What follows belongs to an exercise in optimizing a design on an open flow for small area and a short achievable clock period; a production flow would make more cautious choices. RTL that was checked went through simulation tests only; none was proved equivalent to the original. The RTL of run 2 was laid out without a check of its function. No activity file was given, so power comes from the tool's default toggle rates.

==> flow/design.v, too long to show whole: its modules and the start of the top module <==
// module top: 21 lines
// module roba_mid: 17 lines
// module roba_expx: 43 lines
// module roba_expy: 29 lines
// module roba_por: 20 lines
// module roba_in: 167 lines
// module roba_sha: 132 lines
// module roba_shb: 121 lines
// module roba_add: 339 lines
// module g_inv: 1 lines
// module g_nand2: 1 lines
// module g_nor2: 1 lines
// module g_xor2: 1 lines
// module g_xnor2: 1 lines
// module g_a21oi: 1 lines
// module g_o21ai: 1 lines
// module g_o22ai: 1 lines
// module g_nor3: 1 lines
// module g_nor4: 1 lines
// module g_and4: 1 lines
// module g_and2: 1 lines
// module g_nand3: 1 lines
// module g_nand4: 1 lines
// module g_a22o: 1 lines
// module g_a31oi: 1 lines
// module g_a41oi: 1 lines
module top (
    input             clk,
    input      [15:0] x,
    input      [15:0] y,
    output reg [31:0] Q_p
);
  // ...
==> flow/flow/run.sh <==
#!/bin/bash
# Own layout flow: the standard ORFS flow with these changes:
#  - synthesis keeps the modules named in KEEP (flattened again at the end, as the standard flow's script
#    does) so that ABC maps each with a script of its own (ABC_PLAN: module:script pairs);
#  - ports get PORT_BUF buffers;
#  - timing repair aims SETUP_MARGIN ns below the clock period.
# Every tool's output goes to a log file in the work folder (and ORFS's own logs under orfs/logs).
set -euo pipefail
WORK=$(pwd)
FLOWDIR=$WORK/flow
source $FLOWDIR/settings.sh

cp config.mk my_config.mk
cat >> my_config.mk <<EOC
export SETUP_SLACK_MARGIN = ${SETUP_MARGIN}
export TNS_END_PERCENT = 100
export BUFFER_PORTS_ARGS = -buffer_cell ${PORT_BUF}
export SYNTH_KEEP_MODULES = ${KEEP:-}
EOC
[ -n "${EXTRA_MK:-}" ] && printf '%b\n' "$EXTRA_MK" >> my_config.mk

# synthesis script: the standard flow's, with abc run once per module of ABC_PLAN, each with its own script
{
  echo "proc abc {args} {"
  echo "  set i [lsearch -exact \$args -script]"
  echo "  foreach {mod scr} {${ABC_PLAN}} {"
  echo "    set a \$args"
  echo "    lset a [expr {\$i + 1}] $FLOWDIR/\$scr"
  echo "    yosys abc {*}\$a \$mod"
  echo "  }"
  echo "}"
  cat synth_recipe.tcl
} > my_synth.tcl

make -C "$FLOW_HOME" DESIGN_CONFIG=$WORK/my_config.mk WORK_HOME=$WORK/orfs CLKGATE_MAP_FILE= \
  SYNTH_SCRIPT=$WORK/my_synth.tcl finish > $WORK/make_finish.log 2>&1

RES=$WORK/orfs/results/$FLOW_PLATFORM/top/base
: # left out here: write the final layout as DEF
==> flow/flow/amap.abc <==
strash; dch -f; amap
==> flow/flow/exp.abc <==
strash; dch -f; map -D 900; topo; buffer -N 8; upsize -D 900; dnsize -D 900; stime -p
==> flow/flow/gate.abc <==
strash; map -a
==> flow/flow/settings.sh <==
SETUP_MARGIN=9.5
PORT_BUF=sky130_fd_sc_hd__buf_1
KEEP="roba_expx roba_expy g_a21oi g_inv g_nand2 g_nor2 g_nor3 g_o21ai g_o22ai g_xnor2 g_xor2 "
ABC_PLAN="roba_expx exp.abc roba_expy exp.abc g_* gate.abc top amap.abc"
EXTRA_MK='export ADDER_MAP_FILE =
export CTS_BUF_LIST = sky130_fd_sc_hd__clkbuf_8
export CTS_CLUSTER_SIZE = 32
export CTS_CLUSTER_DIAMETER = 60
export SKIP_GATE_CLONING = 1'
==> flow/standard.sh <==
#!/bin/bash
# synth_recipe.tcl (not shown) runs the flow's synth.tcl, then flattens the netlist and writes it again
# the make line also repeats each setting of config.mk as NAME=value (left out here)
make -C /OpenROAD-flow-scripts/flow DESIGN_CONFIG=/design/flow/config.mk WORK_HOME=/design/flow/orfs CLKGATE_MAP_FILE= SYNTH_SCRIPT=/design/flow/synth_recipe.tcl "${@:-finish}"
==> flow/config.mk <==
export PLATFORM = sky130hd
export DESIGN_NAME = top
export DESIGN_NICKNAME = top
export VERILOG_FILES = /design/flow/design.v
export SDC_FILE = /design/flow/constraint.sdc
export NUM_CORES = 8
export LEC_CHECK = 0
export CAP_MARGIN = 20
export CORE_MARGIN = 2
export CORE_UTILIZATION = 40
export SLEW_MARGIN = 20
==> flow/constraint.sdc <==
create_clock -name core_clock -period 14.0 [get_ports {clk}]
set_input_delay 2.8000 -clock core_clock [delete_from_list [all_inputs] [get_ports {clk}]]
set_output_delay 2.8000 -clock core_clock [all_outputs]
set_load 0.01 [all_outputs]
==> run notes, run 1 <==
outcome timing/DRC/antenna clean; Seq pwr share 29.3%; Pint 510.9 uW; Final Instance Count excl. Fillers 1097; worst hold path depth 0; switching power 372.9 uW; PortBufs 64; post-DR wirelength/cell 13.57 um; clkbuf count 10; area grow syn2layout 19.47%; WP data arrival 4490 ps; DRT iter0 DRCs 430; Worst-Margin Slew 1027 ps; dominant class by area multi-input gates; setup tns final 0 ps; final core occ 49.29%; Num CTS Buffers 9; CORE AREA 13350 sq um; multi-input logic portion of the cell area 63.26%; Post-Synth Simple-Gate Area 23.56%; final worst-path setup slack 9766 ps; HPWL Detailed 11.33 mm; overall power 883.8 uW; Worst-Skew Late Latency 370 ps; share of layout cells above drive strength 1 10.10%; CP Launch Point ax_r[13]; ClkCell Share 2.872%; Tcrit/Tclk final 30.24%; register area share after synthesis 23.63%; Starting Density 41.25%; Worst Path Buf+Inv 5; GR Layer Usage met1 26.33%; Max Fclk 236.2 MHz; Synth Area in Compound Gates 28.13%; RR Startpoint ax_r[13]; Signal inverters 68
==> module roba_in, before the edit <==
module roba_in (
    input  [15:0] x,
    input  [15:0] y,
    output [15:0] ax,
    output [15:0] ay,
    output        s
);
  wire o_1, o_2, o_3, o_4, o_5, o_6, o_7, o_8, o_9, o_10, o_11, o_12, o_13, o_14, o_15, i_16, o_17, i_18, o_19, o_20, o_21, i_22, o_23, o_24, o_25, o_26, o_27, i_28, o_29, o_30, t_31, a_32, i_33, t_34, a_35, t_36, a_37, t_38, a_39, t_40, a_41, t_42, a_43, t_44, a_45, t_46, a_47, t_48, a_49, t_50, a_51, t_52, a_53, t_54, a_55, t_56, a_57, t_58, a_59, t_60, a_61, o_62, o_63, o_64, o_65, o_66, o_67, o_68, o_69, o_70, o_71, o_72, o_73, o_74, o_75, o_76, i_77, o_78, i_79, o_80, o_81, o_82, i_83, o_84, o_85, o_86, o_87, o_88, i_89, o_90, o_91, t_92, a_93, i_94, t_95, a_96, t_97, a_98, t_99, a_100, t_101, a_102, t_103, a_104, t_105, a_106, t_107, a_108, t_109, a_110, t_111, a_112, t_113, a_114, t_115, a_116, t_117, a_118, t_119, a_120, t_121, a_122, sx_123, i_124, i_125;
  g_nor2 u1 (x[1], x[0], o_1);
  g_nor2 u2 (x[3], x[2], o_2);
  g_nor2 u3 (x[5], x[4], o_3);
  g_nor2 u4 (x[7], x[6], o_4);
  g_nor2 u5 (x[9], x[8], o_5);
  g_nor2 u6 (x[11], x[10], o_6);
  g_nor2 u7 (x[13], x[12], o_7);
  g_nor2 u8 (x[15], x[14], o_8);
  g_nand2 u9 (o_2, o_1, o_9);
  g_nand2 u10 (o_4, o_3, o_10);
  g_nand2 u11 (o_6, o_5, o_11);
  g_nand2 u12 (o_8, o_7, o_12);
  g_nor2 u13 (o_10, o_9, o_13);
  g_nor2 u14 (o_12, o_11, o_14);
  g_nand2 u15 (o_14, o_13, o_15);
  g_inv u16 (o_13, i_16);
  g_nor2 u17 (o_11, i_16, o_17);
  g_inv u18 (o_9, i_18);
  g_nand2 u19 (o_3, i_18, o_19);
  g_nand2 u20 (o_5, o_13, o_20);
  g_nand2 u21 (o_7, o_17, o_21);
  g_inv u22 (o_1, i_22);
  g_nor2 u23 (x[2], i_22, o_23);
  g_nor2 u24 (x[4], o_9, o_24);
  g_nor2 u25 (x[6], o_19, o_25);
  g_nor2 u26 (x[8], i_16, o_26);
  g_nor2 u27 (x[10], o_20, o_27);
  g_inv u28 (o_17, i_28);
  g_nor2 u29 (x[12], i_28, o_29);
  g_nor2 u30 (x[14], o_21, o_30);
  g_nand2 u31 (x[15], x[0], t_31);
  g_xnor2 u32 (x[1], t_31, a_32);
  g_inv u33 (x[15], i_33);
  g_nor2 u34 (i_33, o_1, t_34);
  g_xor2 u35 (x[2], t_34, a_35);
  g_nor2 u36 (i_33, o_23, t_36);
  g_xor2 u37 (x[3], t_36, a_37);
  g_nand2 u38 (x[15], o_9, t_38);
  g_xnor2 u39 (x[4], t_38, a_39);
  g_nor2 u40 (i_33, o_24, t_40);
  g_xor2 u41 (x[5], t_40, a_41);
  g_nand2 u42 (x[15], o_19, t_42);
  g_xnor2 u43 (x[6], t_42, a_43);
  g_nor2 u44 (i_33, o_25, t_44);
  g_xor2 u45 (x[7], t_44, a_45);
  g_nor2 u46 (i_33, o_13, t_46);
  g_xor2 u47 (x[8], t_46, a_47);
  g_nor2 u48 (i_33, o_26, t_48);
  g_xor2 u49 (x[9], t_48, a_49);
  g_nand2 u50 (x[15], o_20, t_50);
  g_xnor2 u51 (x[10], t_50, a_51);
  g_nor2 u52 (i_33, o_27, t_52);
  g_xor2 u53 (x[11], t_52, a_53);
  g_nor2 u54 (i_33, o_17, t_54);
  g_xor2 u55 (x[12], t_54, a_55);
  g_nor2 u56 (i_33, o_29, t_56);
  g_xor2 u57 (x[13], t_56, a_57);
  g_nand2 u58 (x[15], o_21, t_58);
  g_xnor2 u59 (x[14], t_58, a_59);
  g_nor2 u60 (i_33, o_30, t_60);
  g_xor2 u61 (x[15], t_60, a_61);
  g_nor2 u62 (y[1], y[0], o_62);
  g_nor2 u63 (y[3], y[2], o_63);
  g_nor2 u64 (y[5], y[4], o_64);
  g_nor2 u65 (y[7], y[6], o_65);
  g_nor2 u66 (y[9], y[8], o_66);
  g_nor2 u67 (y[11], y[10], o_67);
  g_nor2 u68 (y[13], y[12], o_68);
  g_nor2 u69 (y[15], y[14], o_69);
  g_nand2 u70 (o_63, o_62, o_70);
  g_nand2 u71 (o_65, o_64, o_71);
  g_nand2 u72 (o_67, o_66, o_72);
  g_nand2 u73 (o_69, o_68, o_73);
  g_nor2 u74 (o_71, o_70, o_74);
  g_nor2 u75 (o_73, o_72, o_75);
  g_nand2 u76 (o_75, o_74, o_76);
  g_inv u77 (o_74, i_77);
  g_nor2 u78 (o_72, i_77, o_78);
  g_inv u79 (o_70, i_79);
  g_nand2 u80 (o_64, i_79, o_80);
  g_nand2 u81 (o_66, o_74, o_81);
  g_nand2 u82 (o_68, o_78, o_82);
  g_inv u83 (o_62, i_83);
  g_nor2 u84 (y[2], i_83, o_84);
  g_nor2 u85 (y[4], o_70, o_85);
  g_nor2 u86 (y[6], o_80, o_86);
  g_nor2 u87 (y[8], i_77, o_87);
  g_nor2 u88 (y[10], o_81, o_88);
  g_inv u89 (o_78, i_89);
  g_nor2 u90 (y[12], i_89, o_90);
  g_nor2 u91 (y[14], o_82, o_91);
  g_nand2 u92 (y[15], y[0], t_92);
  g_xnor2 u93 (y[1], t_92, a_93);
  g_inv u94 (y[15], i_94);
  g_nor2 u95 (i_94, o_62, t_95);
  g_xor2 u96 (y[2], t_95, a_96);
  g_nor2 u97 (i_94, o_84, t_97);
  g_xor2 u98 (y[3], t_97, a_98);
  g_nand2 u99 (y[15], o_70, t_99);
  g_xnor2 u100 (y[4], t_99, a_100);
  g_nor2 u101 (i_94, o_85, t_101);
  g_xor2 u102 (y[5], t_101, a_102);
  g_nand2 u103 (y[15], o_80, t_103);
  g_xnor2 u104 (y[6], t_103, a_104);
  g_nor2 u105 (i_94, o_86, t_105);
  g_xor2 u106 (y[7], t_105, a_106);
  g_nor2 u107 (i_94, o_74, t_107);
  g_xor2 u108 (y[8], t_107, a_108);
  g_nor2 u109 (i_94, o_87, t_109);
  g_xor2 u110 (y[9], t_109, a_110);
  g_nand2 u111 (y[15], o_81, t_111);
  g_xnor2 u112 (y[10], t_111, a_112);
  g_nor2 u113 (i_94, o_88, t_113);
  g_xor2 u114 (y[11], t_113, a_114);
  g_nor2 u115 (i_94, o_78, t_115);
  g_xor2 u116 (y[12], t_115, a_116);
  g_nor2 u117 (i_94, o_90, t_117);
  g_xor2 u118 (y[13], t_117, a_118);
  g_nand2 u119 (y[15], o_82, t_119);
  g_xnor2 u120 (y[14], t_119, a_120);
  g_nor2 u121 (i_94, o_91, t_121);
  g_xor2 u122 (y[15], t_121, a_122);
  g_xnor2 u123 (x[15], y[15], sx_123);
  g_inv u124 (o_15, i_124);
  g_inv u125 (o_76, i_125);
  assign ax[0] = x[0];
  assign ax[1] = a_32;
  assign ax[2] = a_35;
  assign ax[3] = a_37;
  assign ax[4] = a_39;
  assign ax[5] = a_41;
  assign ax[6] = a_43;
  assign ax[7] = a_45;
  assign ax[8] = a_47;
  assign ax[9] = a_49;
  assign ax[10] = a_51;
  assign ax[11] = a_53;
  assign ax[12] = a_55;
  assign ax[13] = a_57;
  assign ax[14] = a_59;
  assign ax[15] = a_61;
  assign ay[0] = y[0];
  assign ay[1] = a_93;
  assign ay[2] = a_96;
  assign ay[3] = a_98;
  assign ay[4] = a_100;
  assign ay[5] = a_102;
  assign ay[6] = a_104;
  assign ay[7] = a_106;
  assign ay[8] = a_108;
  assign ay[9] = a_110;
  assign ay[10] = a_112;
  assign ay[11] = a_114;
  assign ay[12] = a_116;
  assign ay[13] = a_118;
  assign ay[14] = a_120;
  assign ay[15] = a_122;
  g_nor3 gs (sx_123, i_124, i_125, s);
endmodule
==> module roba_sha, before the edit <==
module roba_sha (
    input  [15:0] d,
    input  [3:0]  e,
    output [30:0] o
);
  wire en_1, en_2, en_3, en_4, sh_5, sh_6, sh_7, sh_8, sh_9, sh_10, sh_11, sh_12, sh_13, sh_14, sh_15, sh_16, sh_17, sh_18, sh_19, sh_20, sh_21, sh_22, sh_23, sh_24, sh_25, sh_26, sh_27, sh_28, sh_29, sh_30, sh_31, sh_32, sh_33, sh_34, sh_35, sh_36, sh_37, sh_38, sh_39, sh_40, sh_41, sh_42, sh_43, sh_44, sh_45, sh_46, sh_47, sh_48, sh_49, sh_50, sh_51, sh_52, sh_53, sh_54, sh_55, sh_56, sh_57, sh_58, sh_59, sh_60, sh_61, sh_62, sh_63, sh_64, sh_65, sh_66, sh_67, sh_68, sh_69, sh_70, sh_71, sh_72, sh_73, sh_74, sh_75, sh_76, sh_77, sh_78, sh_79, sh_80, sh_81, sh_82, sh_83, sh_84, sh_85, sh_86, sh_87, sh_88, sh_89, sh_90, sh_91, sh_92, sh_93, sh_94;
  g_inv u1 (e[0], en_1);
  g_inv u2 (e[1], en_2);
  g_inv u3 (e[2], en_3);
  g_inv u4 (e[3], en_4);
  g_nand2 u5 (en_1, d[0], sh_5);
  g_o22ai u6 (d[0], en_1, d[1], e[0], sh_6);
  g_o22ai u7 (d[1], en_1, d[2], e[0], sh_7);
  g_o22ai u8 (d[2], en_1, d[3], e[0], sh_8);
  g_o22ai u9 (d[3], en_1, d[4], e[0], sh_9);
  g_o22ai u10 (d[4], en_1, d[5], e[0], sh_10);
  g_o22ai u11 (d[5], en_1, d[6], e[0], sh_11);
  g_o22ai u12 (d[6], en_1, d[7], e[0], sh_12);
  g_o22ai u13 (d[7], en_1, d[8], e[0], sh_13);
  g_o22ai u14 (d[8], en_1, d[9], e[0], sh_14);
  g_o22ai u15 (d[9], en_1, d[10], e[0], sh_15);
  g_o22ai u16 (d[10], en_1, d[11], e[0], sh_16);
  g_o22ai u17 (d[11], en_1, d[12], e[0], sh_17);
  g_o22ai u18 (d[12], en_1, d[13], e[0], sh_18);
  g_o22ai u19 (d[13], en_1, d[14], e[0], sh_19);
  g_o22ai u20 (d[14], en_1, d[15], e[0], sh_20);
  g_nand2 u21 (e[0], d[15], sh_21);
  g_nor2 u22 (e[1], sh_5, sh_22);
  g_nor2 u23 (e[1], sh_6, sh_23);
  g_o22ai u24 (sh_5, en_2, sh_7, e[1], sh_24);
  g_o22ai u25 (sh_6, en_2, sh_8, e[1], sh_25);
  g_o22ai u26 (sh_7, en_2, sh_9, e[1], sh_26);
  g_o22ai u27 (sh_8, en_2, sh_10, e[1], sh_27);
  g_o22ai u28 (sh_9, en_2, sh_11, e[1], sh_28);
  g_o22ai u29 (sh_10, en_2, sh_12, e[1], sh_29);
  g_o22ai u30 (sh_11, en_2, sh_13, e[1], sh_30);
  g_o22ai u31 (sh_12, en_2, sh_14, e[1], sh_31);
  g_o22ai u32 (sh_13, en_2, sh_15, e[1], sh_32);
  g_o22ai u33 (sh_14, en_2, sh_16, e[1], sh_33);
  g_o22ai u34 (sh_15, en_2, sh_17, e[1], sh_34);
  g_o22ai u35 (sh_16, en_2, sh_18, e[1], sh_35);
  g_o22ai u36 (sh_17, en_2, sh_19, e[1], sh_36);
  g_o22ai u37 (sh_18, en_2, sh_20, e[1], sh_37);
  g_o22ai u38 (sh_19, en_2, sh_21, e[1], sh_38);
  g_nor2 u39 (en_2, sh_20, sh_39);
  g_nor2 u40 (en_2, sh_21, sh_40);
  g_nand2 u41 (en_3, sh_22, sh_41);
  g_nand2 u42 (en_3, sh_23, sh_42);
  g_nand2 u43 (en_3, sh_24, sh_43);
  g_nand2 u44 (en_3, sh_25, sh_44);
  g_o22ai u45 (sh_22, en_3, sh_26, e[2], sh_45);
  g_o22ai u46 (sh_23, en_3, sh_27, e[2], sh_46);
  g_o22ai u47 (sh_24, en_3, sh_28, e[2], sh_47);
  g_o22ai u48 (sh_25, en_3, sh_29, e[2], sh_48);
  g_o22ai u49 (sh_26, en_3, sh_30, e[2], sh_49);
  g_o22ai u50 (sh_27, en_3, sh_31, e[2], sh_50);
  g_o22ai u51 (sh_28, en_3, sh_32, e[2], sh_51);
  g_o22ai u52 (sh_29, en_3, sh_33, e[2], sh_52);
  g_o22ai u53 (sh_30, en_3, sh_34, e[2], sh_53);
  g_o22ai u54 (sh_31, en_3, sh_35, e[2], sh_54);
  g_o22ai u55 (sh_32, en_3, sh_36, e[2], sh_55);
  g_o22ai u56 (sh_33, en_3, sh_37, e[2], sh_56);
  g_o22ai u57 (sh_34, en_3, sh_38, e[2], sh_57);
  g_o22ai u58 (sh_35, en_3, sh_39, e[2], sh_58);
  g_o22ai u59 (sh_36, en_3, sh_40, e[2], sh_59);
  g_nand2 u60 (e[2], sh_37, sh_60);
  g_nand2 u61 (e[2], sh_38, sh_61);
  g_nand2 u62 (e[2], sh_39, sh_62);
  g_nand2 u63 (e[2], sh_40, sh_63);
  g_nor2 u64 (e[3], sh_41, sh_64);
  g_nor2 u65 (e[3], sh_42, sh_65);
  g_nor2 u66 (e[3], sh_43, sh_66);
  g_nor2 u67 (e[3], sh_44, sh_67);
  g_nor2 u68 (e[3], sh_45, sh_68);
  g_nor2 u69 (e[3], sh_46, sh_69);
  g_nor2 u70 (e[3], sh_47, sh_70);
  g_nor2 u71 (e[3], sh_48, sh_71);
  g_o22ai u72 (sh_41, en_4, sh_49, e[3], sh_72);
  g_o22ai u73 (sh_42, en_4, sh_50, e[3], sh_73);
  g_o22ai u74 (sh_43, en_4, sh_51, e[3], sh_74);
  g_o22ai u75 (sh_44, en_4, sh_52, e[3], sh_75);
  g_o22ai u76 (sh_45, en_4, sh_53, e[3], sh_76);
  g_o22ai u77 (sh_46, en_4, sh_54, e[3], sh_77);
  g_o22ai u78 (sh_47, en_4, sh_55, e[3], sh_78);
  g_o22ai u79 (sh_48, en_4, sh_56, e[3], sh_79);
  g_o22ai u80 (sh_49, en_4, sh_57, e[3], sh_80);
  g_o22ai u81 (sh_50, en_4, sh_58, e[3], sh_81);
  g_o22ai u82 (sh_51, en_4, sh_59, e[3], sh_82);
  g_o22ai u83 (sh_52, en_4, sh_60, e[3], sh_83);
  g_o22ai u84 (sh_53, en_4, sh_61, e[3], sh_84);
  g_o22ai u85 (sh_54, en_4, sh_62, e[3], sh_85);
  g_o22ai u86 (sh_55, en_4, sh_63, e[3], sh_86);
  g_nor2 u87 (en_4, sh_56, sh_87);
  g_nor2 u88 (en_4, sh_57, sh_88);
  g_nor2 u89 (en_4, sh_58, sh_89);
  g_nor2 u90 (en_4, sh_59, sh_90);
  g_nor2 u91 (en_4, sh_60, sh_91);
  g_nor2 u92 (en_4, sh_61, sh_92);
  g_nor2 u93 (en_4, sh_62, sh_93);
  g_nor2 u94 (en_4, sh_63, sh_94);
  assign o[0] = sh_64;
  assign o[1] = sh_65;
  assign o[2] = sh_66;
  assign o[3] = sh_67;
  assign o[4] = sh_68;
  assign o[5] = sh_69;
  assign o[6] = sh_70;
  assign o[7] = sh_71;
  assign o[8] = sh_72;
  assign o[9] = sh_73;
  assign o[10] = sh_74;
  assign o[11] = sh_75;
  assign o[12] = sh_76;
  assign o[13] = sh_77;
  assign o[14] = sh_78;
  assign o[15] = sh_79;
  assign o[16] = sh_80;
  assign o[17] = sh_81;
  assign o[18] = sh_82;
  assign o[19] = sh_83;
  assign o[20] = sh_84;
  assign o[21] = sh_85;
  assign o[22] = sh_86;
  assign o[23] = sh_87;
  assign o[24] = sh_88;
  assign o[25] = sh_89;
  assign o[26] = sh_90;
  assign o[27] = sh_91;
  assign o[28] = sh_92;
  assign o[29] = sh_93;
  assign o[30] = sh_94;
endmodule
==> run 2: changes to the inputs <==
--- a/flow/design.v
+++ b/flow/design.v
@@ -137,5 +137,5 @@
     output        s
 );
-  wire o_1, o_2, o_3, o_4, o_5, o_6, o_7, o_8, o_9, o_10, o_11, o_12, o_13, o_14, o_15, i_16, o_17, i_18, o_19, o_20, o_21, i_22, o_23, o_24, o_25, o_26, o_27, i_28, o_29, o_30, t_31, a_32, i_33, t_34, a_35, t_36, a_37, t_38, a_39, t_40, a_41, t_42, a_43, t_44, a_45, t_46, a_47, t_48, a_49, t_50, a_51, t_52, a_53, t_54, a_55, t_56, a_57, t_58, a_59, t_60, a_61, o_62, o_63, o_64, o_65, o_66, o_67, o_68, o_69, o_70, o_71, o_72, o_73, o_74, o_75, o_76, i_77, o_78, i_79, o_80, o_81, o_82, i_83, o_84, o_85, o_86, o_87, o_88, i_89, o_90, o_91, t_92, a_93, i_94, t_95, a_96, t_97, a_98, t_99, a_100, t_101, a_102, t_103, a_104, t_105, a_106, t_107, a_108, t_109, a_110, t_111, a_112, t_113, a_114, t_115, a_116, t_117, a_118, t_119, a_120, t_121, a_122, sx_123, i_124, i_125;
+  wire o_1, o_2, o_3, o_4, o_5, o_6, o_7, o_8, i_9, o_10, o_11, i_12, o_13, o_14, i_15, o_16, o_17, i_18, o_19, o_20, o_21, i_22, o_23, o_24, o_25, o_26, i_27, o_28, o_29, o_30, i_31, o_32, o_33, o_34, o_35, o_36, o_37, o_38, o_39, t_40, a_41, i_42, t_43, a_44, t_45, a_46, t_47, a_48, t_49, a_50, t_51, a_52, t_53, a_54, t_55, a_56, t_57, a_58, t_59, a_60, t_61, a_62, t_63, a_64, t_65, a_66, t_67, a_68, t_69, a_70, o_71, o_72, o_73, o_74, o_75, o_76, o_77, o_78, i_79, o_80, o_81, i_82, o_83, o_84, i_85, o_86, o_87, i_88, o_89, o_90, o_91, i_92, o_93, o_94, o_95, o_96, i_97, o_98, o_99, o_100, i_101, o_102, o_103, o_104, o_105, o_106, o_107, o_108, o_109, t_110, a_111, i_112, t_113, a_114, t_115, a_116, t_117, a_118, t_119, a_120, t_121, a_122, t_123, a_124, t_125, a_126, t_127, a_128, t_129, a_130, t_131, a_132, t_133, a_134, t_135, a_136, t_137, a_138, t_139, a_140, sx_141, i_142, i_143;
   g_nor2 u1 (x[1], x[0], o_1);
   g_nor2 u2 (x[3], x[2], o_2);
@@ -146,154 +146,172 @@
   g_nor2 u7 (x[13], x[12], o_7);
   g_nor2 u8 (x[15], x[14], o_8);
-  g_nand2 u9 (o_2, o_1, o_9);
-  g_nand2 u10 (o_4, o_3, o_10);
-  g_nand2 u11 (o_6, o_5, o_11);
-  g_nand2 u12 (o_8, o_7, o_12);
-  g_nor2 u13 (o_10, o_9, o_13);
-  g_nor2 u14 (o_12, o_11, o_14);
-  g_nand2 u15 (o_14, o_13, o_15);
-  g_inv u16 (o_13, i_16);
-  g_nor2 u17 (o_11, i_16, o_17);
-  g_inv u18 (o_9, i_18);
-  g_nand2 u19 (o_3, i_18, o_19);
-  g_nand2 u20 (o_5, o_13, o_20);
-  g_nand2 u21 (o_7, o_17, o_21);
-  g_inv u22 (o_1, i_22);
-  g_nor2 u23 (x[2], i_22, o_23);
-  g_nor2 u24 (x[4], o_9, o_24);
-  g_nor2 u25 (x[6], o_19, o_25);
-  g_nor2 u26 (x[8], i_16, o_26);
-  g_nor2 u27 (x[10], o_20, o_27);
-  g_inv u28 (o_17, i_28);
-  g_nor2 u29 (x[12], i_28, o_29);
-  g_nor2 u30 (x[14], o_21, o_30);
-  g_nand2 u31 (x[15], x[0], t_31);
-  g_xnor2 u32 (x[1], t_31, a_32);
-  g_inv u33 (x[15], i_33);
-  g_nor2 u34 (i_33, o_1, t_34);
-  g_xor2 u35 (x[2], t_34, a_35);
-  g_nor2 u36 (i_33, o_23, t_36);
-  g_xor2 u37 (x[3], t_36, a_37);
-  g_nand2 u38 (x[15], o_9, t_38);
-  g_xnor2 u39 (x[4], t_38, a_39);
-  g_nor2 u40 (i_33, o_24, t_40);
-  g_xor2 u41 (x[5], t_40, a_41);
-  g_nand2 u42 (x[15], o_19, t_42);
-  g_xnor2 u43 (x[6], t_42, a_43);
-  g_nor2 u44 (i_33, o_25, t_44);
-  g_xor2 u45 (x[7], t_44, a_45);
-  g_nor2 u46 (i_33, o_13, t_46);
-  g_xor2 u47 (x[8], t_46, a_47);
-  g_nor2 u48 (i_33, o_26, t_48);
-  g_xor2 u49 (x[9], t_48, a_49);
-  g_nand2 u50 (x[15], o_20, t_50);
-  g_xnor2 u51 (x[10], t_50, a_51);
-  g_nor2 u52 (i_33, o_27, t_52);
-  g_xor2 u53 (x[11], t_52, a_53);
-  g_nor2 u54 (i_33, o_17, t_54);
-  g_xor2 u55 (x[12], t_54, a_55);
-  g_nor2 u56 (i_33, o_29, t_56);
-  g_xor2 u57 (x[13], t_56, a_57);
-  g_nand2 u58 (x[15], o_21, t_58);
-  g_xnor2 u59 (x[14], t_58, a_59);
-  g_nor2 u60 (i_33, o_30, t_60);
-  g_xor2 u61 (x[15], t_60, a_61);
-  g_nor2 u62 (y[1], y[0], o_62);
-  g_nor2 u63 (y[3], y[2], o_63);
-  g_nor2 u64 (y[5], y[4], o_64);
-  g_nor2 u65 (y[7], y[6], o_65);
-  g_nor2 u66 (y[9], y[8], o_66);
-  g_nor2 u67 (y[11], y[10], o_67);
-  g_nor2 u68 (y[13], y[12], o_68);
-  g_nor2 u69 (y[15], y[14], o_69);
-  g_nand2 u70 (o_63, o_62, o_70);
-  g_nand2 u71 (o_65, o_64, o_71);
-  g_nand2 u72 (o_67, o_66, o_72);
-  g_nand2 u73 (o_69, o_68, o_73);
-  g_nor2 u74 (o_71, o_70, o_74);
-  g_nor2 u75 (o_73, o_72, o_75);
-  g_nand2 u76 (o_75, o_74, o_76);
-  g_inv u77 (o_74, i_77);
-  g_nor2 u78 (o_72, i_77, o_78);
-  g_inv u79 (o_70, i_79);
-  g_nand2 u80 (o_64, i_79, o_80);
-  g_nand2 u81 (o_66, o_74, o_81);
-  g_nand2 u82 (o_68, o_78, o_82);
-  g_inv u83 (o_62, i_83);
-  g_nor2 u84 (y[2], i_83, o_84);
-  g_nor2 u85 (y[4], o_70, o_85);
-  g_nor2 u86 (y[6], o_80, o_86);
-  g_nor2 u87 (y[8], i_77, o_87);
-  g_nor2 u88 (y[10], o_81, o_88);
-  g_inv u89 (o_78, i_89);
-  g_nor2 u90 (y[12], i_89, o_90);
-  g_nor2 u91 (y[14], o_82, o_91);
-  g_nand2 u92 (y[15], y[0], t_92);
-  g_xnor2 u93 (y[1], t_92, a_93);
-  g_inv u94 (y[15], i_94);
-  g_nor2 u95 (i_94, o_62, t_95);
-  g_xor2 u96 (y[2], t_95, a_96);
-  g_nor2 u97 (i_94, o_84, t_97);
-  g_xor2 u98 (y[3], t_97, a_98);
-  g_nand2 u99 (y[15], o_70, t_99);
-  g_xnor2 u100 (y[4], t_99, a_100);
-  g_nor2 u101 (i_94, o_85, t_101);
-  g_xor2 u102 (y[5], t_101, a_102);
-  g_nand2 u103 (y[15], o_80, t_103);
-  g_xnor2 u104 (y[6], t_103, a_104);
-  g_nor2 u105 (i_94, o_86, t_105);
-  g_xor2 u106 (y[7], t_105, a_106);
-  g_nor2 u107 (i_94, o_74, t_107);
-  g_xor2 u108 (y[8], t_107, a_108);
-  g_nor2 u109 (i_94, o_87, t_109);
-  g_xor2 u110 (y[9], t_109, a_110);
-  g_nand2 u111 (y[15], o_81, t_111);
-  g_xnor2 u112 (y[10], t_111, a_112);
-  g_nor2 u113 (i_94, o_88, t_113);
-  g_xor2 u114 (y[11], t_113, a_114);
-  g_nor2 u115 (i_94, o_78, t_115);
-  g_xor2 u116 (y[12], t_115, a_116);
-  g_nor2 u117 (i_94, o_90, t_117);
-  g_xor2 u118 (y[13], t_117, a_118);
-  g_nand2 u119 (y[15], o_82, t_119);
-  g_xnor2 u120 (y[14], t_119, a_120);
-  g_nor2 u121 (i_94, o_91, t_121);
-  g_xor2 u122 (y[15], t_121, a_122);
-  g_xnor2 u123 (x[15], y[15], sx_123);
-  g_inv u124 (o_15, i_124);
-  g_inv u125 (o_76, i_125);
+  g_inv u9 (o_1, i_9);
+  g_nor2 u10 (x[2], i_9, o_10);
+  g_nand2 u11 (o_2, o_1, o_11);
+  g_inv u12 (o_3, i_12);
+  g_nor2 u13 (x[6], i_12, o_13);
+  g_nand2 u14 (o_4, o_3, o_14);
+  g_inv u15 (o_5, i_15);
+  g_nor2 u16 (x[10], i_15, o_16);
+  g_nand2 u17 (o_6, o_5, o_17);
+  g_inv u18 (o_7, i_18);
+  g_nor2 u19 (x[14], i_18, o_19);
+  g_nand2 u20 (o_8, o_7, o_20);
+  g_nor2 u21 (x[4], o_11, o_21);
+  g_inv u22 (o_11, i_22);
+  g_nand2 u23 (o_3, i_22, o_23);
+  g_nand2 u24 (o_13, i_22, o_24);
+  g_nor2 u25 (o_14, o_11, o_25);
+  g_nor2 u26 (x[12], o_17, o_26);
+  g_inv u27 (o_17, i_27);
+  g_nand2 u28 (o_7, i_27, o_28);
+  g_nand2 u29 (o_19, i_27, o_29);
+  g_nor2 u30 (o_20, o_17, o_30);
+  g_inv u31 (o_25, i_31);
+  g_nor2 u32 (x[8], i_31, o_32);
+  g_nand2 u33 (o_5, o_25, o_33);
+  g_nand2 u34 (o_16, o_25, o_34);
+  g_nor2 u35 (o_17, i_31, o_35);
+  g_nand2 u36 (o_26, o_25, o_36);
+  g_nor2 u37 (o_28, i_31, o_37);
+  g_nor2 u38 (o_29, i_31, o_38);
+  g_nand2 u39 (o_30, o_25, o_39);
+  g_nand2 u40 (x[15], x[0], t_40);
+  g_xnor2 u41 (x[1], t_40, a_41);
+  g_inv u42 (x[15], i_42);
+  g_nor2 u43 (i_42, o_1, t_43);
+  g_xor2 u44 (x[2], t_43, a_44);
+  g_nor2 u45 (i_42, o_10, t_45);
+  g_xor2 u46 (x[3], t_45, a_46);
+  g_nand2 u47 (x[15], o_11, t_47);
+  g_xnor2 u48 (x[4], t_47, a_48);
+  g_nor2 u49 (i_42, o_21, t_49);
+  g_xor2 u50 (x[5], t_49, a_50);
+  g_nand2 u51 (x[15], o_23, t_51);
+  g_xnor2 u52 (x[6], t_51, a_52);
+  g_nand2 u53 (x[15], o_24, t_53);
+  g_xnor2 u54 (x[7], t_53, a_54);
+  g_nor2 u55 (i_42, o_25, t_55);
+  g_xor2 u56 (x[8], t_55, a_56);
+  g_nor2 u57 (i_42, o_32, t_57);
+  g_xor2 u58 (x[9], t_57, a_58);
+  g_nand2 u59 (x[15], o_33, t_59);
+  g_xnor2 u60 (x[10], t_59, a_60);
+  g_nand2 u61 (x[15], o_34, t_61);
+  g_xnor2 u62 (x[11], t_61, a_62);
+  g_nor2 u63 (i_42, o_35, t_63);
+  g_xor2 u64 (x[12], t_63, a_64);
+  g_nand2 u65 (x[15], o_36, t_65);
+  g_xnor2 u66 (x[13], t_65, a_66);
+  g_nor2 u67 (i_42, o_37, t_67);
+  g_xor2 u68 (x[14], t_67, a_68);
+  g_nor2 u69 (i_42, o_38, t_69);
+  g_xor2 u70 (x[15], t_69, a_70);
+  g_nor2 u71 (y[1], y[0], o_71);
+  g_nor2 u72 (y[3], y[2], o_72);
+  g_nor2 u73 (y[5], y[4], o_73);
+  g_nor2 u74 (y[7], y[6], o_74);
+  g_nor2 u75 (y[9], y[8], o_75);
+  g_nor2 u76 (y[11], y[10], o_76);
+  g_nor2 u77 (y[13], y[12], o_77);
+  g_nor2 u78 (y[15], y[14], o_78);
+  g_inv u79 (o_71, i_79);
+  g_nor2 u80 (y[2], i_79, o_80);
+  g_nand2 u81 (o_72, o_71, o_81);
+  g_inv u82 (o_73, i_82);
+  g_nor2 u83 (y[6], i_82, o_83);
+  g_nand2 u84 (o_74, o_73, o_84);
+  g_inv u85 (o_75, i_85);
+  g_nor2 u86 (y[10], i_85, o_86);
+  g_nand2 u87 (o_76, o_75, o_87);
+  g_inv u88 (o_77, i_88);
+  g_nor2 u89 (y[14], i_88, o_89);
+  g_nand2 u90 (o_78, o_77, o_90);
+  g_nor2 u91 (y[4], o_81, o_91);
+  g_inv u92 (o_81, i_92);
+  g_nand2 u93 (o_73, i_92, o_93);
+  g_nand2 u94 (o_83, i_92, o_94);
+  g_nor2 u95 (o_84, o_81, o_95);
+  g_nor2 u96 (y[12], o_87, o_96);
+  g_inv u97 (o_87, i_97);
+  g_nand2 u98 (o_77, i_97, o_98);
+  g_nand2 u99 (o_89, i_97, o_99);
+  g_nor2 u100 (o_90, o_87, o_100);
+  g_inv u101 (o_95, i_101);
+  g_nor2 u102 (y[8], i_101, o_102);
+  g_nand2 u103 (o_75, o_95, o_103);
+  g_nand2 u104 (o_86, o_95, o_104);
+  g_nor2 u105 (o_87, i_101, o_105);
+  g_nand2 u106 (o_96, o_95, o_106);
+  g_nor2 u107 (o_98, i_101, o_107);
+  g_nor2 u108 (o_99, i_101, o_108);
+  g_nand2 u109 (o_100, o_95, o_109);
+  g_nand2 u110 (y[15], y[0], t_110);
+  g_xnor2 u111 (y[1], t_110, a_111);
+  g_inv u112 (y[15], i_112);
+  g_nor2 u113 (i_112, o_71, t_113);
+  g_xor2 u114 (y[2], t_113, a_114);
+  g_nor2 u115 (i_112, o_80, t_115);
+  g_xor2 u116 (y[3], t_115, a_116);
+  g_nand2 u117 (y[15], o_81, t_117);
+  g_xnor2 u118 (y[4], t_117, a_118);
+  g_nor2 u119 (i_112, o_91, t_119);
+  g_xor2 u120 (y[5], t_119, a_120);
+  g_nand2 u121 (y[15], o_93, t_121);
+  g_xnor2 u122 (y[6], t_121, a_122);
+  g_nand2 u123 (y[15], o_94, t_123);
+  g_xnor2 u124 (y[7], t_123, a_124);
+  g_nor2 u125 (i_112, o_95, t_125);
+  g_xor2 u126 (y[8], t_125, a_126);
+  g_nor2 u127 (i_112, o_102, t_127);
+  g_xor2 u128 (y[9], t_127, a_128);
+  g_nand2 u129 (y[15], o_103, t_129);
+  g_xnor2 u130 (y[10], t_129, a_130);
+  g_nand2 u131 (y[15], o_104, t_131);
+  g_xnor2 u132 (y[11], t_131, a_132);
+  g_nor2 u133 (i_112, o_105, t_133);
+  g_xor2 u134 (y[12], t_133, a_134);
+  g_nand2 u135 (y[15], o_106, t_135);
+  g_xnor2 u136 (y[13], t_135, a_136);
+  g_nor2 u137 (i_112, o_107, t_137);
+  g_xor2 u138 (y[14], t_137, a_138);
+  g_nor2 u139 (i_112, o_108, t_139);
+  g_xor2 u140 (y[15], t_139, a_140);
+  g_xnor2 u141 (x[15], y[15], sx_141);
+  g_inv u142 (o_39, i_142);
+  g_inv u143 (o_109, i_143);
   assign ax[0] = x[0];
-  assign ax[1] = a_32;
-  assign ax[2] = a_35;
-  assign ax[3] = a_37;
-  assign ax[4] = a_39;
-  assign ax[5] = a_41;
-  assign ax[6] = a_43;
-  assign ax[7] = a_45;
-  assign ax[8] = a_47;
-  assign ax[9] = a_49;
-  assign ax[10] = a_51;
-  assign ax[11] = a_53;
-  assign ax[12] = a_55;
-  assign ax[13] = a_57;
-  assign ax[14] = a_59;
-  assign ax[15] = a_61;
+  assign ax[1] = a_41;
+  assign ax[2] = a_44;
+  assign ax[3] = a_46;
+  assign ax[4] = a_48;
+  assign ax[5] = a_50;
+  assign ax[6] = a_52;
+  assign ax[7] = a_54;
+  assign ax[8] = a_56;
+  assign ax[9] = a_58;
+  assign ax[10] = a_60;
+  assign ax[11] = a_62;
+  assign ax[12] = a_64;
+  assign ax[13] = a_66;
+  assign ax[14] = a_68;
+  assign ax[15] = a_70;
   assign ay[0] = y[0];
-  assign ay[1] = a_93;
-  assign ay[2] = a_96;
-  assign ay[3] = a_98;
-  assign ay[4] = a_100;
-  assign ay[5] = a_102;
-  assign ay[6] = a_104;
-  assign ay[7] = a_106;
-  assign ay[8] = a_108;
-  assign ay[9] = a_110;
-  assign ay[10] = a_112;
-  assign ay[11] = a_114;
-  assign ay[12] = a_116;
-  assign ay[13] = a_118;
-  assign ay[14] = a_120;
-  assign ay[15] = a_122;
-  g_nor3 gs (sx_123, i_124, i_125, s);
+  assign ay[1] = a_111;
+  assign ay[2] = a_114;
+  assign ay[3] = a_116;
+  assign ay[4] = a_118;
+  assign ay[5] = a_120;
+  assign ay[6] = a_122;
+  assign ay[7] = a_124;
+  assign ay[8] = a_126;
+  assign ay[9] = a_128;
+  assign ay[10] = a_130;
+  assign ay[11] = a_132;
+  assign ay[12] = a_134;
+  assign ay[13] = a_136;
+  assign ay[14] = a_138;
+  assign ay[15] = a_140;
+  g_nor3 gs (sx_141, i_142, i_143, s);
 endmodule
 module roba_sha (
@@ -302,130 +320,135 @@
     output [30:0] o
 );
-  wire en_1, en_2, en_3, en_4, sh_5, sh_6, sh_7, sh_8, sh_9, sh_10, sh_11, sh_12, sh_13, sh_14, sh_15, sh_16, sh_17, sh_18, sh_19, sh_20, sh_21, sh_22, sh_23, sh_24, sh_25, sh_26, sh_27, sh_28, sh_29, sh_30, sh_31, sh_32, sh_33, sh_34, sh_35, sh_36, sh_37, sh_38, sh_39, sh_40, sh_41, sh_42, sh_43, sh_44, sh_45, sh_46, sh_47, sh_48, sh_49, sh_50, sh_51, sh_52, sh_53, sh_54, sh_55, sh_56, sh_57, sh_58, sh_59, sh_60, sh_61, sh_62, sh_63, sh_64, sh_65, sh_66, sh_67, sh_68, sh_69, sh_70, sh_71, sh_72, sh_73, sh_74, sh_75, sh_76, sh_77, sh_78, sh_79, sh_80, sh_81, sh_82, sh_83, sh_84, sh_85, sh_86, sh_87, sh_88, sh_89, sh_90, sh_91, sh_92, sh_93, sh_94;
-  g_inv u1 (e[0], en_1);
-  g_inv u2 (e[1], en_2);
-  g_inv u3 (e[2], en_3);
-  g_inv u4 (e[3], en_4);
+  wire en_1, en_2, en_3, en_4, sh_5, sh_6, sh_7, sh_8, sh_9, sh_10, sh_11, sh_12, sh_13, sh_14, sh_15, sh_16, sh_17, sh_18, sh_19, sh_20, sh_21, sh_22, sh_23, sh_24, sh_25, sh_26, sh_27, sh_28, sh_29, sh_30, sh_31, sh_32, sh_33, sh_34, sh_35, sh_36, sh_37, sh_38, sh_39, sh_40, sh_41, sh_42, sh_43, sh_44, sh_45, sh_46, sh_47, sh_48, sh_49, sh_50, sh_51, sh_52, sh_53, sh_54, sh_55, sh_56, sh_57, sh_58, sh_59, sh_60, sh_61, sh_62, sh_63, sh_64, sh_65, sh_66, sh_67, sh_68, sh_69, sh_70, sh_71, sh_72, sh_73, sh_74, sh_75, sh_76, sh_77, sh_78, sh_79, sh_80, sh_81, sh_82, sh_83, sh_84, sh_85, sh_86, sh_87, sh_88, sh_89, sh_90, sh_91, sh_92, sh_93, sh_94, sh_95, sh_96, sh_97, sh_98, sh_99;
+  g_inv u1 (e[1], en_1);
+  g_inv u2 (e[0], en_2);
+  g_inv u3 (e[3], en_3);
+  g_inv u4 (e[2], en_4);
   g_nand2 u5 (en_1, d[0], sh_5);
-  g_o22ai u6 (d[0], en_1, d[1], e[0], sh_6);
-  g_o22ai u7 (d[1], en_1, d[2], e[0], sh_7);
-  g_o22ai u8 (d[2], en_1, d[3], e[0], sh_8);
-  g_o22ai u9 (d[3], en_1, d[4], e[0], sh_9);
-  g_o22ai u10 (d[4], en_1, d[5], e[0], sh_10);
-  g_o22ai u11 (d[5], en_1, d[6], e[0], sh_11);
-  g_o22ai u12 (d[6], en_1, d[7], e[0], sh_12);
-  g_o22ai u13 (d[7], en_1, d[8], e[0], sh_13);
-  g_o22ai u14 (d[8], en_1, d[9], e[0], sh_14);
-  g_o22ai u15 (d[9], en_1, d[10], e[0], sh_15);
-  g_o22ai u16 (d[10], en_1, d[11], e[0], sh_16);
-  g_o22ai u17 (d[11], en_1, d[12], e[0], sh_17);
-  g_o22ai u18 (d[12], en_1, d[13], e[0], sh_18);
-  g_o22ai u19 (d[13], en_1, d[14], e[0], sh_19);
-  g_o22ai u20 (d[14], en_1, d[15], e[0], sh_20);
-  g_nand2 u21 (e[0], d[15], sh_21);
-  g_nor2 u22 (e[1], sh_5, sh_22);
-  g_nor2 u23 (e[1], sh_6, sh_23);
-  g_o22ai u24 (sh_5, en_2, sh_7, e[1], sh_24);
-  g_o22ai u25 (sh_6, en_2, sh_8, e[1], sh_25);
-  g_o22ai u26 (sh_7, en_2, sh_9, e[1], sh_26);
-  g_o22ai u27 (sh_8, en_2, sh_10, e[1], sh_27);
-  g_o22ai u28 (sh_9, en_2, sh_11, e[1], sh_28);
-  g_o22ai u29 (sh_10, en_2, sh_12, e[1], sh_29);
-  g_o22ai u30 (sh_11, en_2, sh_13, e[1], sh_30);
-  g_o22ai u31 (sh_12, en_2, sh_14, e[1], sh_31);
-  g_o22ai u32 (sh_13, en_2, sh_15, e[1], sh_32);
-  g_o22ai u33 (sh_14, en_2, sh_16, e[1], sh_33);
-  g_o22ai u34 (sh_15, en_2, sh_17, e[1], sh_34);
-  g_o22ai u35 (sh_16, en_2, sh_18, e[1], sh_35);
-  g_o22ai u36 (sh_17, en_2, sh_19, e[1], sh_36);
-  g_o22ai u37 (sh_18, en_2, sh_20, e[1], sh_37);
-  g_o22ai u38 (sh_19, en_2, sh_21, e[1], sh_38);
-  g_nor2 u39 (en_2, sh_20, sh_39);
-  g_nor2 u40 (en_2, sh_21, sh_40);
-  g_nand2 u41 (en_3, sh_22, sh_41);
+  g_nand2 u6 (en_1, d[1], sh_6);
+  g_o22ai u7 (d[0], en_1, d[2], e[1], sh_7);
+  g_o22ai u8 (d[1], en_1, d[3], e[1], sh_8);
+  g_o22ai u9 (d[2], en_1, d[4], e[1], sh_9);
+  g_o22ai u10 (d[3], en_1, d[5], e[1], sh_10);
+  g_o22ai u11 (d[4], en_1, d[6], e[1], sh_11);
+  g_o22ai u12 (d[5], en_1, d[7], e[1], sh_12);
+  g_o22ai u13 (d[6], en_1, d[8], e[1], sh_13);
+  g_o22ai u14 (d[7], en_1, d[9], e[1], sh_14);
+  g_o22ai u15 (d[8], en_1, d[10], e[1], sh_15);
+  g_o22ai u16 (d[9], en_1, d[11], e[1], sh_16);
+  g_o22ai u17 (d[10], en_1, d[12], e[1], sh_17);
+  g_o22ai u18 (d[11], en_1, d[13], e[1], sh_18);
+  g_o22ai u19 (d[12], en_1, d[14], e[1], sh_19);
+  g_o22ai u20 (d[13], en_1, d[15], e[1], sh_20);
+  g_nand2 u21 (e[1], d[14], sh_21);
+  g_nand2 u22 (e[1], d[15], sh_22);
+  g_nor2 u23 (e[0], sh_5, sh_23);
+  g_o22ai u24 (sh_5, en_2, sh_6, e[0], sh_24);
+  g_o22ai u25 (sh_6, en_2, sh_7, e[0], sh_25);
+  g_o22ai u26 (sh_7, en_2, sh_8, e[0], sh_26);
+  g_o22ai u27 (sh_8, en_2, sh_9, e[0], sh_27);
+  g_o22ai u28 (sh_9, en_2, sh_10, e[0], sh_28);
+  g_o22ai u29 (sh_10, en_2, sh_11, e[0], sh_29);
+  g_o22ai u30 (sh_11, en_2, sh_12, e[0], sh_30);
+  g_o22ai u31 (sh_12, en_2, sh_13, e[0], sh_31);
+  g_o22ai u32 (sh_13, en_2, sh_14, e[0], sh_32);
+  g_o22ai u33 (sh_14, en_2, sh_15, e[0], sh_33);
+  g_o22ai u34 (sh_15, en_2, sh_16, e[0], sh_34);
+  g_o22ai u35 (sh_16, en_2, sh_17, e[0], sh_35);
+  g_o22ai u36 (sh_17, en_2, sh_18, e[0], sh_36);
+  g_o22ai u37 (sh_18, en_2, sh_19, e[0], sh_37);
+  g_o22ai u38 (sh_19, en_2, sh_20, e[0], sh_38);
+  g_o22ai u39 (sh_20, en_2, sh_21, e[0], sh_39);
+  g_o22ai u40 (sh_21, en_2, sh_22, e[0], sh_40);
+  g_nor2 u41 (en_2, sh_22, sh_41);
   g_nand2 u42 (en_3, sh_23, sh_42);
   g_nand2 u43 (en_3, sh_24, sh_43);
   g_nand2 u44 (en_3, sh_25, sh_44);
-  g_o22ai u45 (sh_22, en_3, sh_26, e[2], sh_45);
-  g_o22ai u46 (sh_23, en_3, sh_27, e[2], sh_46);
-  g_o22ai u47 (sh_24, en_3, sh_28, e[2], sh_47);
-  g_o22ai u48 (sh_25, en_3, sh_29, e[2], sh_48);
-  g_o22ai u49 (sh_26, en_3, sh_30, e[2], sh_49);
-  g_o22ai u50 (sh_27, en_3, sh_31, e[2], sh_50);
-  g_o22ai u51 (sh_28, en_3, sh_32, e[2], sh_51);
-  g_o22ai u52 (sh_29, en_3, sh_33, e[2], sh_52);
-  g_o22ai u53 (sh_30, en_3, sh_34, e[2], sh_53);
-  g_o22ai u54 (sh_31, en_3, sh_35, e[2], sh_54);
-  g_o22ai u55 (sh_32, en_3, sh_36, e[2], sh_55);
-  g_o22ai u56 (sh_33, en_3, sh_37, e[2], sh_56);
-  g_o22ai u57 (sh_34, en_3, sh_38, e[2], sh_57);
-  g_o22ai u58 (sh_35, en_3, sh_39, e[2], sh_58);
-  g_o22ai u59 (sh_36, en_3, sh_40, e[2], sh_59);
-  g_nand2 u60 (e[2], sh_37, sh_60);
-  g_nand2 u61 (e[2], sh_38, sh_61);
-  g_nand2 u62 (e[2], sh_39, sh_62);
-  g_nand2 u63 (e[2], sh_40, sh_63);
-  g_nor2 u64 (e[3], sh_41, sh_64);
-  g_nor2 u65 (e[3], sh_42, sh_65);
-  g_nor2 u66 (e[3], sh_43, sh_66);
-  g_nor2 u67 (e[3], sh_44, sh_67);
-  g_nor2 u68 (e[3], sh_45, sh_68);
-  g_nor2 u69 (e[3], sh_46, sh_69);
-  g_nor2 u70 (e[3], sh_47, sh_70);
-  g_nor2 u71 (e[3], sh_48, sh_71);
-  g_o22ai u72 (sh_41, en_4, sh_49, e[3], sh_72);
-  g_o22ai u73 (sh_42, en_4, sh_50, e[3], sh_73);
-  g_o22ai u74 (sh_43, en_4, sh_51, e[3], sh_74);
-  g_o22ai u75 (sh_44, en_4, sh_52, e[3], sh_75);
-  g_o22ai u76 (sh_45, en_4, sh_53, e[3], sh_76);
-  g_o22ai u77 (sh_46, en_4, sh_54, e[3], sh_77);
-  g_o22ai u78 (sh_47, en_4, sh_55, e[3], sh_78);
-  g_o22ai u79 (sh_48, en_4, sh_56, e[3], sh_79);
-  g_o22ai u80 (sh_49, en_4, sh_57, e[3], sh_80);
-  g_o22ai u81 (sh_50, en_4, sh_58, e[3], sh_81);
-  g_o22ai u82 (sh_51, en_4, sh_59, e[3], sh_82);
-  g_o22ai u83 (sh_52, en_4, sh_60, e[3], sh_83);
-  g_o22ai u84 (sh_53, en_4, sh_61, e[3], sh_84);
-  g_o22ai u85 (sh_54, en_4, sh_62, e[3], sh_85);
-  g_o22ai u86 (sh_55, en_4, sh_63, e[3], sh_86);
-  g_nor2 u87 (en_4, sh_56, sh_87);
-  g_nor2 u88 (en_4, sh_57, sh_88);
-  g_nor2 u89 (en_4, sh_58, sh_89);
-  g_nor2 u90 (en_4, sh_59, sh_90);
-  g_nor2 u91 (en_4, sh_60, sh_91);
-  g_nor2 u92 (en_4, sh_61, sh_92);
-  g_nor2 u93 (en_4, sh_62, sh_93);
-  g_nor2 u94 (en_4, sh_63, sh_94);
-  assign o[0] = sh_64;
-  assign o[1] = sh_65;
-  assign o[2] = sh_66;
-  assign o[3] = sh_67;
-  assign o[4] = sh_68;
-  assign o[5] = sh_69;
-  assign o[6] = sh_70;
-  assign o[7] = sh_71;
-  assign o[8] = sh_72;
-  assign o[9] = sh_73;
-  assign o[10] = sh_74;
-  assign o[11] = sh_75;
-  assign o[12] = sh_76;
-  assign o[13] = sh_77;
-  assign o[14] = sh_78;
-  assign o[15] = sh_79;
-  assign o[16] = sh_80;
-  assign o[17] = sh_81;
-  assign o[18] = sh_82;
-  assign o[19] = sh_83;
-  assign o[20] = sh_84;
-  assign o[21] = sh_85;
-  assign o[22] = sh_86;
-  assign o[23] = sh_87;
-  assign o[24] = sh_88;
-  assign o[25] = sh_89;
-  assign o[26] = sh_90;
-  assign o[27] = sh_91;
-  assign o[28] = sh_92;
-  assign o[29] = sh_93;
-  assign o[30] = sh_94;
+  g_nand2 u45 (en_3, sh_26, sh_45);
+  g_nand2 u46 (en_3, sh_27, sh_46);
+  g_nand2 u47 (en_3, sh_28, sh_47);
+  g_nand2 u48 (en_3, sh_29, sh_48);
+  g_nand2 u49 (en_3, sh_30, sh_49);
+  g_o22ai u50 (sh_23, en_3, sh_31, e[3], sh_50);
+  g_o22ai u51 (sh_24, en_3, sh_32, e[3], sh_51);
+  g_o22ai u52 (sh_25, en_3, sh_33, e[3], sh_52);
+  g_o22ai u53 (sh_26, en_3, sh_34, e[3], sh_53);
+  g_o22ai u54 (sh_27, en_3, sh_35, e[3], sh_54);
+  g_o22ai u55 (sh_28, en_3, sh_36, e[3], sh_55);
+  g_o22ai u56 (sh_29, en_3, sh_37, e[3], sh_56);
+  g_o22ai u57 (sh_30, en_3, sh_38, e[3], sh_57);
+  g_o22ai u58 (sh_31, en_3, sh_39, e[3], sh_58);
+  g_o22ai u59 (sh_32, en_3, sh_40, e[3], sh_59);
+  g_o22ai u60 (sh_33, en_3, sh_41, e[3], sh_60);
+  g_nand2 u61 (e[3], sh_34, sh_61);
+  g_nand2 u62 (e[3], sh_35, sh_62);
+  g_nand2 u63 (e[3], sh_36, sh_63);
+  g_nand2 u64 (e[3], sh_37, sh_64);
+  g_nand2 u65 (e[3], sh_38, sh_65);
+  g_nand2 u66 (e[3], sh_39, sh_66);
+  g_nand2 u67 (e[3], sh_40, sh_67);
+  g_nand2 u68 (e[3], sh_41, sh_68);
+  g_nor2 u69 (e[2], sh_42, sh_69);
+  g_nor2 u70 (e[2], sh_43, sh_70);
+  g_nor2 u71 (e[2], sh_44, sh_71);
+  g_nor2 u72 (e[2], sh_45, sh_72);
+  g_o22ai u73 (sh_42, en_4, sh_46, e[2], sh_73);
+  g_o22ai u74 (sh_43, en_4, sh_47, e[2], sh_74);
+  g_o22ai u75 (sh_44, en_4, sh_48, e[2], sh_75);
+  g_o22ai u76 (sh_45, en_4, sh_49, e[2], sh_76);
+  g_o22ai u77 (sh_46, en_4, sh_50, e[2], sh_77);
+  g_o22ai u78 (sh_47, en_4, sh_51, e[2], sh_78);
+  g_o22ai u79 (sh_48, en_4, sh_52, e[2], sh_79);
+  g_o22ai u80 (sh_49, en_4, sh_53, e[2], sh_80);
+  g_o22ai u81 (sh_50, en_4, sh_54, e[2], sh_81);
+  g_o22ai u82 (sh_51, en_4, sh_55, e[2], sh_82);
+  g_o22ai u83 (sh_52, en_4, sh_56, e[2], sh_83);
+  g_o22ai u84 (sh_53, en_4, sh_57, e[2], sh_84);
+  g_o22ai u85 (sh_54, en_4, sh_58, e[2], sh_85);
+  g_o22ai u86 (sh_55, en_4, sh_59, e[2], sh_86);
+  g_o22ai u87 (sh_56, en_4, sh_60, e[2], sh_87);
+  g_o22ai u88 (sh_57, en_4, sh_61, e[2], sh_88);
+  g_o22ai u89 (sh_58, en_4, sh_62, e[2], sh_89);
+  g_o22ai u90 (sh_59, en_4, sh_63, e[2], sh_90);
+  g_o22ai u91 (sh_60, en_4, sh_64, e[2], sh_91);
+  g_o22ai u92 (sh_61, en_4, sh_65, e[2], sh_92);
+  g_o22ai u93 (sh_62, en_4, sh_66, e[2], sh_93);
+  g_o22ai u94 (sh_63, en_4, sh_67, e[2], sh_94);
+  g_o22ai u95 (sh_64, en_4, sh_68, e[2], sh_95);
+  g_nor2 u96 (en_4, sh_65, sh_96);
+  g_nor2 u97 (en_4, sh_66, sh_97);
+  g_nor2 u98 (en_4, sh_67, sh_98);
+  g_nor2 u99 (en_4, sh_68, sh_99);
+  assign o[0] = sh_69;
+  assign o[1] = sh_70;
+  assign o[2] = sh_71;
+  assign o[3] = sh_72;
+  assign o[4] = sh_73;
+  assign o[5] = sh_74;
+  assign o[6] = sh_75;
+  assign o[7] = sh_76;
+  assign o[8] = sh_77;
+  assign o[9] = sh_78;
+  assign o[10] = sh_79;
+  assign o[11] = sh_80;
+  assign o[12] = sh_81;
+  assign o[13] = sh_82;
+  assign o[14] = sh_83;
+  assign o[15] = sh_84;
+  assign o[16] = sh_85;
+  assign o[17] = sh_86;
+  assign o[18] = sh_87;
+  assign o[19] = sh_88;
+  assign o[20] = sh_89;
+  assign o[21] = sh_90;
+  assign o[22] = sh_91;
+  assign o[23] = sh_92;
+  assign o[24] = sh_93;
+  assign o[25] = sh_94;
+  assign o[26] = sh_95;
+  assign o[27] = sh_96;
+  assign o[28] = sh_97;
+  assign o[29] = sh_98;
+  assign o[30] = sh_99;
 endmodule
 module roba_shb (
==> run 2 against run 1 <==
Still clean. Via count rose by 2.1%. Power fell by 0.55%. Final area rose by 0.42%. Global-route usage barely moved. Utilization fell by 1.3 points. Sequential power barely moved. Area after synthesis rose by 1.8%. Hold slack improved by 2.6 ps. Synthesized cell count rose by 2.8%. First-iteration DRC count rose by 9.8%. Critical endpoint unchanged.
==> run notes, run 2 <==
outcome timing/DRC/antenna clean; Tcrit/Tclk final 29.91% (-0.33 points); top-count cell post-synth nor2_1; CP required 14290 ps; synth top area cells dfxtp_1, xnor2_1, o22ai_1, nor2_1, nand2_1; share of layout cells above drive strength 1 9.188% (-0.91 points); placement row count 43; Die Height 122.4 um; fin nets 964; Top FF cell, synth dfxtp_1; clock root buffer clkbuf_8; Most Frequent Cell on Critical Path o22ai_1; Cell Pwr Density 133.0 nW/um^2; most common cell after layout, fill and taps aside nor2_1; count of final setup violators 0; WP data arrival 4480 ps (about the same); Synth Net Count 880; Mean Syn Cell Area 6.618 sq um; crit-path max FO 10; R2R depth 19; Fin. Hold Viols 0; Starting Density 40.70% (-0.56 points); Num CTS Buffers 9 (unchanged); # IOs 65; CP top delay family compound AO/OA/AOI/OAI gates; CP max-delay cell nor4_4; Final Skew 14.57 ps; DRT Pass-1 Iters 5; endpoint class of the critical path flop; fin. max-slew vios 0; DRC Markers 0; Worst Path Buf+Inv 3 (-2); area leader, netlist dfxtp_1; initial antenna violation count 0; worst hold path depth 0 (unchanged); routability-driven placement congestion ratio 0.9032; critical path class flop to flop; Slew Limit Headroom 32.62%; DRT iter0 DRCs 472 (+9.8%); Syn. warnings 2; CORE AREA 13770 sq um (+3.2%); Worst-Margin Slew 1011 ps (-16.22 ps); maximum VDD drop 0.05177 mV; cell area after synthesis 5605 sq um; post-DR wirelength/cell 13.31 um (-1.9%); PortBufs 64 (unchanged); Worst-Skew Late Latency 380 ps (about the same); antenna cell count 0; most instantiated cells after synthesis nor2_1, o22ai_1, nand2_1, xnor2_1, o21ai_0; GRT Resource Usage Total 20.06%; RR Startpoint ax_r[6]; r2r endpoint Q_p[18]; slowest stage delay, CP 420 ps; Via density 5.329; FF-to-FF setup slack 9810 ps; Final ANT Viol Nets 0; # hold bufs at CTS 0; unrepaired setup endpoints after global routing no; Leak 0.002245 uW; Final Instance Count excl. Fillers 1116 (+1.7%); number of distinct library cells after synthesis 37; register area share after synthesis 23.21% (-0.42 points); total routed wirelength 14.86 mm; maxcap violations 0; asr flop ratio synth 0%; number of flip-flops in the largest register 32; die width 122.4 um; Cells after Synth 847; area grow syn2layout 17.86%; Post-synth EDFFs 0; minimum clock period 4188 ps; setup tns final 0 ps (unchanged); Max Fclk 238.8 MHz (+1.1%); first-pass GRT wire length 24.32 mm; HPWL Detailed 11.62 mm (+2.6%); largest reg by FF count Q_p; grt total ovfl 0; clock transition at the registers of the reported paths 70 ps; FF+latch count, synth 65; CTS sink cnt 65; worst hold path class flop to flop; Hold Path Origin s_r; most frequent cells in the layout nor2_1, nand2_1, o22ai_1, xnor2_1, buf_1; die area 14980 sq um; Vias 5947; Place WS 8457 ps; startpoint class of the critical path flop; pin count of the biggest net entering global routing 33; hold endpoint Q_p[31]; Synth top area share 23.21%; critical path cell sequence nor4_4, inv_2, nor3_4, nand2_1, a22oi_2, nand3_4, buf_2, o22ai_1, o22ai_1, o22ai_1, o22ai_1, nand2_1, o21ai_1, a21oi_2, o21ai_0, a21oi_2, clkinv_2, a21oi_1, xnor2_1; CTS tree yes; vias in the first global route 5216; Max clock buf depth 2; Placed Cells 1090; final core occ 47.97% (-1.3 points); largest registers Q_p: 32 flops, ax_r: 16 flops, ay_r: 16 flops; H-tree Lvls 3; final worst-path setup slack 9812 ps (+46.10 ps)
## run 2: report_power, final
group          switching [uW]  total [uW]  internal, uW
clock                    73.2         159          85.6
sequential               27.7         259           232
combinational             271         461           189
total                     372         879           507
## run 2: worst max-delay path by stage
stage | from | slack (ps) | endpoint | depth (start not counted)
floorplan | ax_r[13] | 9510 | Q_p[24] | 21
global placement | ax_r[13] | 8330 | Q_p[24] | 17
detailed placement | ax_r[13] | 8460 | Q_p[30] | 17
CTS | ax_r[13] | 9570 | Q_p[22] | 19
global route | ay_r[15] | 9480 | Q_p[19] | 21
finish | ax_r[6] | 9810 | Q_p[18] | 19
## run 2: cells by family after synthesis
family / Yosys count / synth area share, %
AOI/OAI and AO/OA: 264 / 28.19
xor gates and xnor gates: 123 / 19.22
buffers and inverters: 78 / 5.424
DFF: 65 / 23.21
and+or+nand+nor: 317 / 23.95
## run 2: per-stage QoR
| stage | hold slack, ps | total power (uW) | area (sq um) |
|---|---|---|---|
| after floorplan | 812.8 | 594.3 | 5619 |
| after global placement | 874.5 | 697.2 | 6085 |
| after detailed placement | 875.5 | 696.5 | 6085 |
| final | 863.8 | 878.9 | 6606 |
| after CTS | 880.2 | 866.3 | 6357 |
| after global routing | 900.8 | 953.1 | 6606 |
## run 2: timing repair
item	in CTS	in global routing
endpoints found under the setup margin	24	22
pin swaps	0	6
buffers inserted	2	8
endpoints found under the hold margin	0	0
gates resized for setup	19	39
## run 2: final cells by class
| cell class | count | area [sq um] |
|---|---|---|
| inverters | 74 | 301.5 |
| multi-input cells | 704 | 4228 |
| clock buffers | 10 | 137.6 |
| well taps | 180 | 225.2 |
| fillers | 1509 | 7167 |
| repair buffers | 77 | 352.8 |
| flip-flops and latches | 65 | 1304 |
| clock inverters | 6 | 57.56 |
## run 2: per-layer routing
layer  track usage [%]  part of all wire [%]  vias to the layer above
li1                  -                     -                     3137
met1             26.36                    48                     2618
met2             32.29                    45                      157
met3             3.020                   4.2                       35
met4             9.267                   3.0                        0
met5                 0                     0                        -
## run 2: per-module statistics from Yosys (local to each module, per instance), excerpt
module / area, sq um / cells inside / flops+latches
g_o21ai: 5.005 / 1 / 0
g_xor2: 8.758 / 1 / 0
g_o22ai: 6.256 / 1 / 0
g_xnor2: 8.758 / 1 / 0
g_nor2: 3.754 / 1 / 0
g_inv: 3.754 / 1 / 0
g_nor3: 5.005 / 1 / 0
roba_expy: 198.9 / 43 / 0
top: 1466 / 91 / 65
g_nand2: 3.754 / 1 / 0

-- what the ideal ports hide --
The results above use ideal ports. As a check the final layouts listed here were re-extracted and re-timed, cells and wires unchanged.
Step 1: set_driving_cell puts a clkbuf_16 on clk and a buf_2 on each other input, an assumption about the parent block.
Step 2, shift: input delay + t, output delay - t, t = (earliest + latest rising clock arrival at the registers) / 2. This alone moves slack from input paths to output paths.
a / b / c = ideal ports / drivers / drivers and shift; a / b = the first two.
run	shift t [ns]	setup slack, ns	hold WS [ns]	worst setup path after step 2
run 1	0.397	9.766 / 9.766 / 9.582	0.861 / 0.861 / 0.861	input to register
run 2	0.403	9.812 / 9.812 / 9.687	0.864 / 0.864 / 0.864	input to register
After both steps every run listed still meets setup and hold. For run 1, which loses most, drivers alone change the setup slack by 0.000 ns; drivers and shift together by -0.184 ns.
